Source: an optimization exercise on an open RTL-to-GDS flow (aim: small area). Production flows keep margins and buffers that such runs may drop. The RTL was checked by simulation tests, not by an equivalence proof against the original design. No activity file was given, so power comes from the tool's default toggle rates.

== run 1 ==
## Sudoku_Solver
module Sudoku_Solver
	#(parameter p_CLKs_PB = 16)  
	(input i_Clk,
	 input i_Rx_UART,
	 input i_Switch_1,
	 output logic o_Tx_UART);
Size: about 570 cells after synthesis, ~300 flip-flops.
==> flow/config.mk <==
export PLATFORM = sky130hd
export DESIGN_NAME = Sudoku_Solver
export DESIGN_NICKNAME = Sudoku_Solver
export VERILOG_FILES = /design/flow/design.v
export SDC_FILE = /design/flow/constraint.sdc
export NUM_CORES = 4
export LEC_CHECK = 0
export ABC_AREA = 1
export CAP_MARGIN = 40
export CORE_MARGIN = 2
export CORE_UTILIZATION = 30
export PLACE_DENSITY = 0.5
export SLEW_MARGIN = 20
==> flow/constraint.sdc <==
create_clock -name core_clock -period 10.0 [get_ports {i_Clk}]
set_input_delay 2.0000 -clock core_clock [delete_from_list [all_inputs] [get_ports {i_Clk}]]
set_output_delay 2.0000 -clock core_clock [all_outputs]
set_load 0.01 [all_outputs]
standard.sh (not shown) runs the stock make flow with config.mk's settings and CLKGATE_MAP_FILE= SYNTH_SCRIPT=/design/flow/synth_recipe.tcl, a recipe that flattens the netlist after the stock synthesis.
==> flow/flow/run.sh <==
#!/bin/bash
# The standard layout (standard.sh), with three changes:
#  - synthesis: flow/my_synth.tcl, the standard flow's synthesis script with abc's mapping script
#    replaced by flow/abc_area.script;
#  - port buffers: sky130_fd_sc_hd__buf_2 (one per input and output port, as before);
#  - clock tree synthesis: the arguments in flow/cts_args.txt (no dummy loads).
# make/ORFS output goes to standard.log; ORFS's per-step logs are under orfs/logs.
set -euo pipefail
W="$(pwd)"
CTS="$(cat flow/cts_args.txt)"
bash standard.sh "SYNTH_SCRIPT=$W/flow/my_synth.tcl" "FLOW_ABC_SCRIPT=$W/flow/abc_area.script" \
  "BUFFER_PORTS_ARGS=-buffer_cell sky130_fd_sc_hd__buf_2" \
  "CTS_ARGS=$CTS" finish > standard.log 2>&1
==> flow/flow/abc_area.script <==
strash
&get -n
&deepsyn -T 20
&dch -f
&nf -R 1000
&put
strash
&get -n
&dch -f
&nf -R 1000
&put
topo
==> flow/flow/cts_args.txt <==
-sink_clustering_enable -repair_clock_nets -dont_use_dummy_load -sink_clustering_size 12 -sink_clustering_max_diameter 40 -buf_list sky130_fd_sc_hd__clkbuf_4
==> flow/flow/my_synth.tcl <==
# The standard synthesis (synth_recipe.tcl) with two changes to the combinational
# mapping only: abc's script is flow/abc_area.script (area-oriented &deepsyn/&nf
# mapping), and adders are left to abc instead of ORFS's half/full adder cells.
# Registers are mapped by ORFS's dfflibmap exactly as in the standard synthesis.
proc synth {args} { yosys synth -nofsm -noshare {*}$args }
proc abc {args} {
  set i [lsearch -exact $args -script]
  if { $i >= 0 } { lset args [expr { $i + 1 }] $::env(FLOW_ABC_SCRIPT) }
  yosys abc {*}$args
}
unset -nocomplain ::env(ADDER_MAP_FILE)
source $::env(SCRIPTS_DIR)/synth.tcl
# left out here: clear keep_hierarchy, flatten, clean up, hide names made inside functions, write 1_2_yosys.v
Run 1 | stages: all done | timing, DRC, antenna: all pass
Modified inputs, run 2 compared to run 1
# run 1
export LEC_CHECK = 0
export ABC_AREA = 1
export CAP_MARGIN = 40
export CORE_MARGIN = 2
export CORE_UTILIZATION = 30
export PLACE_DENSITY = 0.5
export SLEW_MARGIN = 20
create_clock -name core_clock -period 10.0 [get_ports {i_Clk}]
# run 2
export LEC_CHECK = 0
export ABC_AREA = 1
export CAP_MARGIN = 40
export CORE_MARGIN = 2
export CORE_UTILIZATION = 45
export PLACE_DENSITY = 0.6
export SLEW_MARGIN = 20
create_clock -name core_clock -period 10.0 [get_ports {i_Clk}]
diff --git a/flow/flow/run.sh b/flow/flow/run.sh
--- a/flow/flow/run.sh
+++ b/flow/flow/run.sh
@@ -5 +5 @@
-#  - port buffers: sky130_fd_sc_hd__buf_2 (one per input and output port, as before);
+#  - port buffers: sky130_fd_sc_hd__buf_1 (one per input and output port, as before);
@@ -12 +12 @@
-  "BUFFER_PORTS_ARGS=-buffer_cell sky130_fd_sc_hd__buf_2" \
+  "BUFFER_PORTS_ARGS=-buffer_cell sky130_fd_sc_hd__buf_1" \
==> flow/flow/cts_args.txt <==
-sink_clustering_enable -repair_clock_nets -dont_use_dummy_load -sink_clustering_size 12 -sink_clustering_max_diameter 45 -buf_list sky130_fd_sc_hd__clkbuf_4
==> comparison <==
Run 2 reached the final stage; the timing, design-rule and antenna checks on its layout passed.
On final cell count, the higher figure sits with run 1, not run 2.
Lower instance count after placement with tap cells included goes to run 2 over run 1.
In run 2, the number of tap instances came out 110 below the value in run 1.
Run 2 falls short of run 1 in worst hold slack after final layout.
[inputs] run 3 vs run 2
# run 2
export LEC_CHECK = 0
export ABC_AREA = 1
export CAP_MARGIN = 40
export CORE_MARGIN = 2
export CORE_UTILIZATION = 45
export PLACE_DENSITY = 0.6
export SLEW_MARGIN = 20
create_clock -name core_clock -period 10.0 [get_ports {i_Clk}]
# run 3
export LEC_CHECK = 0
export ABC_AREA = 1
export CAP_MARGIN = 40
export CORE_MARGIN = 2
export CORE_UTILIZATION = 30
export PLACE_DENSITY = 0.5
export SLEW_MARGIN = 20
create_clock -name core_clock -period 10.0 [get_ports {i_Clk}]
==> flow/flow/cts_args.txt <==
-sink_clustering_enable -repair_clock_nets -dont_use_dummy_load -sink_clustering_size 12 -sink_clustering_max_diameter 40 -buf_list sky130_fd_sc_hd__clkbuf_4
Notes after the runs:
- Diff run 3..run 2 | combinational power share | negligible
- Fraction of the cycle the final worst path needs ended up 0.58 points higher on run 3 than on run 2.
- Compared to run 2, run 3 has HPWL after detailed placement about 4% higher.
- Run 3 vs run 2 — height of the die climbed by more than 10%
- Comparing the two runs side by side, run 3 comes out behind run 2 on final instance area.
- Taking run 2 as the reference, in run 3 utilization shrank by 16 points; count of clock-net buffers in the final layout grew by about 3%; wire length on met2 grew by 5.8%; setup slack shrank by 0.058 ns.
- Longest individual stage delay on the worst path: run 3 vs run 2, no meaningful difference
Edits applied to the flow inputs when going from run 3 to run 4:
==> flow/flow/abc_area.script <==
strash
&get -n
&deepsyn -T 20
&dch -f
&nf -R 1000
&put
strash
&get -n
&deepsyn -T 10
&dch -f
&nf -R 1000
&put
topo
==> flow/flow/cts_args.txt <==
-sink_clustering_enable -repair_clock_nets -dont_use_dummy_load -sink_clustering_size 12 -sink_clustering_max_diameter 45 -buf_list sky130_fd_sc_hd__clkbuf_4
diff --git a/flow/flow/my_synth.tcl b/flow/flow/my_synth.tcl
--- a/flow/flow/my_synth.tcl
+++ b/flow/flow/my_synth.tcl
@@ -2 +2 @@
-# mapping only: abc's script is flow/abc_area.script (area-oriented &deepsyn/&nf
+# mapping only: abc's script is flow/abc_area.script (area-oriented &deepsyn/&nf, two rounds
Notes after the runs:
Per the comparison of run 4 with run 3, utilization after layout did not really move; via count saw a decrease; wire length on met2 now smaller; clock-pin slew on the worst setup and hold paths flat.
Combinational cell fraction of total power: run 4 and run 3 compared, higher one is run 3
Per the comparison of run 4 with run 3, post-synthesis net count saw a decrease, buffers plus inverters on the worst setup path moved up, worst setup slack moved down, post-route cell area closely matched the old numbers.

========
## the baseline
Sudoku_Solver, a different RTL version from the one above (not shown whole).
For scale: roughly 4 I/O pins, ~8700 sq um of cells after synthesis.
Settings: LEC_CHECK=0, CAP_MARGIN=40, CORE_MARGIN=2, CORE_UTILIZATION=30, CTS_BUF_LIST=sky130_fd_sc_hd__clkbuf_8, CTS_CLUSTER_DIAMETER=60, CTS_CLUSTER_SIZE=20, PLACE_DENSITY=0.5, SLEW_MARGIN=20; clock period 10.0 ns.
run.sh (not shown) runs the stock make flow with config.mk's settings and CLKGATE_MAP_FILE= SYNTH_SCRIPT=/design/flow/synth_recipe.tcl, a recipe that flattens the netlist after the stock synthesis.
Stock flow here: none of the scripts above is used.
In summary, the baseline completed successfully, with a layout that passed the timing, design-rule and antenna checks.
Modified inputs, the candidate compared to the baseline
Settings: putting ABC_AREA at 1 where nothing was set.
==> comparison <==
Per the comparison of the candidate with the baseline, total chip power went up, synthesized area +0.59%, cell area increased 1.1%, later-pin clock latency in the skew report now sits higher.
| minimum period implied by the final worst setup slack | the candidate vs the baseline | better |
Between the candidate and the baseline, worst path setup slack after routing is lower for the baseline, the candidate comes in above that.
The candidate: sum of routed wire segments on met1 is 6.9% higher than what the baseline reported.
Compared with the baseline, the candidate shows reported net switching power that has gone up slightly.
Max freq the baseline -> the candidate: improved
Having completed the whole flow, the candidate delivered a layout that passed the timing, design-rule and antenna checks.

========
Sudoku_Solver, a different RTL version from the one above (not shown whole).
Size: ~310 flip-flops, about 4 I/O pins.
export LEC_CHECK = 0
export ABC_AREA = 1
export CAP_MARGIN = 40
export CORE_MARGIN = 2
export CORE_UTILIZATION = 70
export PLACE_DENSITY = 0.85
export SLEW_MARGIN = 20
create_clock -name core_clock -period 10.0 [get_ports {i_Clk}]
standard.sh (not shown) runs the stock make flow with config.mk's settings and CLKGATE_MAP_FILE= SYNTH_SCRIPT=/design/flow/synth_recipe.tcl, a recipe that flattens the netlist after the stock synthesis.
==> flow/flow/run.sh <==
#!/bin/bash
# The standard layout (standard.sh), with two changes:
#  - synthesis: flow/my_synth.tcl, the standard flow's synthesis script with abc's mapping script
#    replaced by flow/abc_area.script;
#  - clock tree synthesis: the arguments in flow/cts_args.txt (no dummy loads).
# make/ORFS output goes to standard.log; ORFS's per-step logs are under orfs/logs.
set -euo pipefail
W="$(pwd)"
CTS="$(cat flow/cts_args.txt)"
bash standard.sh "SYNTH_SCRIPT=$W/flow/my_synth.tcl" "FLOW_ABC_SCRIPT=$W/flow/abc_area.script" \
  "CTS_ARGS=$CTS" finish > standard.log 2>&1
==> flow/flow/abc_area.script <==
strash
&get -n
&dch -f
&nf -R 1000
&put
topo
==> flow/flow/cts_args.txt <==
-sink_clustering_enable -repair_clock_nets -dont_use_dummy_load -sink_clustering_size 18 -sink_clustering_max_diameter 40 -buf_list sky130_fd_sc_hd__clkbuf_8
==> flow/flow/my_synth.tcl <==
# The standard synthesis (synth_recipe.tcl), with abc's mapping script replaced by
# flow/abc_area.script (area-oriented &nf mapping). Registers are mapped by ORFS's
# dfflibmap as in the standard synthesis; only the combinational mapping differs.
proc synth {args} { yosys synth -nofsm -noshare {*}$args }
proc abc {args} {
  set i [lsearch -exact $args -script]
  if { $i >= 0 } { lset args [expr { $i + 1 }] $::env(FLOW_ABC_SCRIPT) }
  yosys abc {*}$args
}
source $::env(SCRIPTS_DIR)/synth.tcl
# left out here: clear keep_hierarchy, flatten, clean up, hide names made inside functions, write 1_2_yosys.v
Change:
==> flow/flow/abc_area.script (replaced) <==
strash
&get -n
&deepsyn -T 20
&dch -f
&nf -R 1000
&put
strash
&get -n
&dch -f
&nf -R 1000
&put
topo
==> flow/flow/cts_args.txt (replaced) <==
-sink_clustering_enable -repair_clock_nets -dont_use_dummy_load -sink_clustering_size 20 -sink_clustering_max_diameter 60 -buf_list sky130_fd_sc_hd__clkbuf_8
CORE_UTILIZATION = 30   (was 70)
PLACE_DENSITY = 0.5   (was 0.85)
Effect:
- The new run produced a clean layout
- total power came out lower by a few percent
- fmax rises by a few percent
- count of clock-buffer cells in the layout decreases by 8
- final area came out higher slightly
- worst hold slack gains 0.040 ns
- wire length goes down by a little under a tenth
- area after synthesis fell slightly
- via count went down by a few percent
- non-clock buffer count fell by 1

[separate check: timing with driven ports]
In the flow no input, the clock included, has a driving cell. The finished layouts below were timed again as built, in two steps.
Step 1 (the two cells are an assumption about what drives the block):
set clk [get_ports {i_Clk}]
set_driving_cell -lib_cell sky130_fd_sc_hd__clkbuf_16 $clk
set_driving_cell -lib_cell sky130_fd_sc_hd__buf_2 [delete_from_list [all_inputs] $clk]
Step 2 moves the port delays by t, midway between the first and last clock arrival at a register: inputs arrive t later, outputs are due t later. That takes back most of the time a late clock gives input paths.
Slacks: ideal / step 1 / step 2; pairs: ideal / step 1.
| run | t, ns | setup WS [ns] | worst hold slack (ns) | worst setup path at the end |
|---|---|---|---|---|
| run 1 | 0.610 | 6.086 / 6.045 / 6.506 | 0.303 / 0.303 / 0.303 | register to register |
| run 2 | 0.611 | 6.130 / 6.097 / 6.437 | 0.254 / 0.254 / 0.254 | input to register |
| run 3 | 0.625 | 6.073 / 6.034 / 6.467 | 0.293 / 0.293 / 0.293 | register to register |
| run 4 | 0.608 | 6.000 / 5.961 / 6.569 | 0.273 / 0.273 / 0.273 | register to output |
| the baseline | 0.573 | 5.460 / 5.423 / 5.996 | 0.327 / 0.327 / 0.327 | register to output |
| the candidate | 0.585 | 5.638 / 5.599 / 6.183 | 0.306 / 0.306 / 0.306 | register to output |
| the first run of note 3 | 0.560 | 5.404 / 5.367 / 5.800 | 0.262 / 0.262 / 0.262 | register to register |
| the second run of note 3 | 0.543 | 5.605 / 5.565 / 5.987 | 0.302 / 0.302 / 0.302 | register to register |
After both steps every run listed still meets setup and hold.
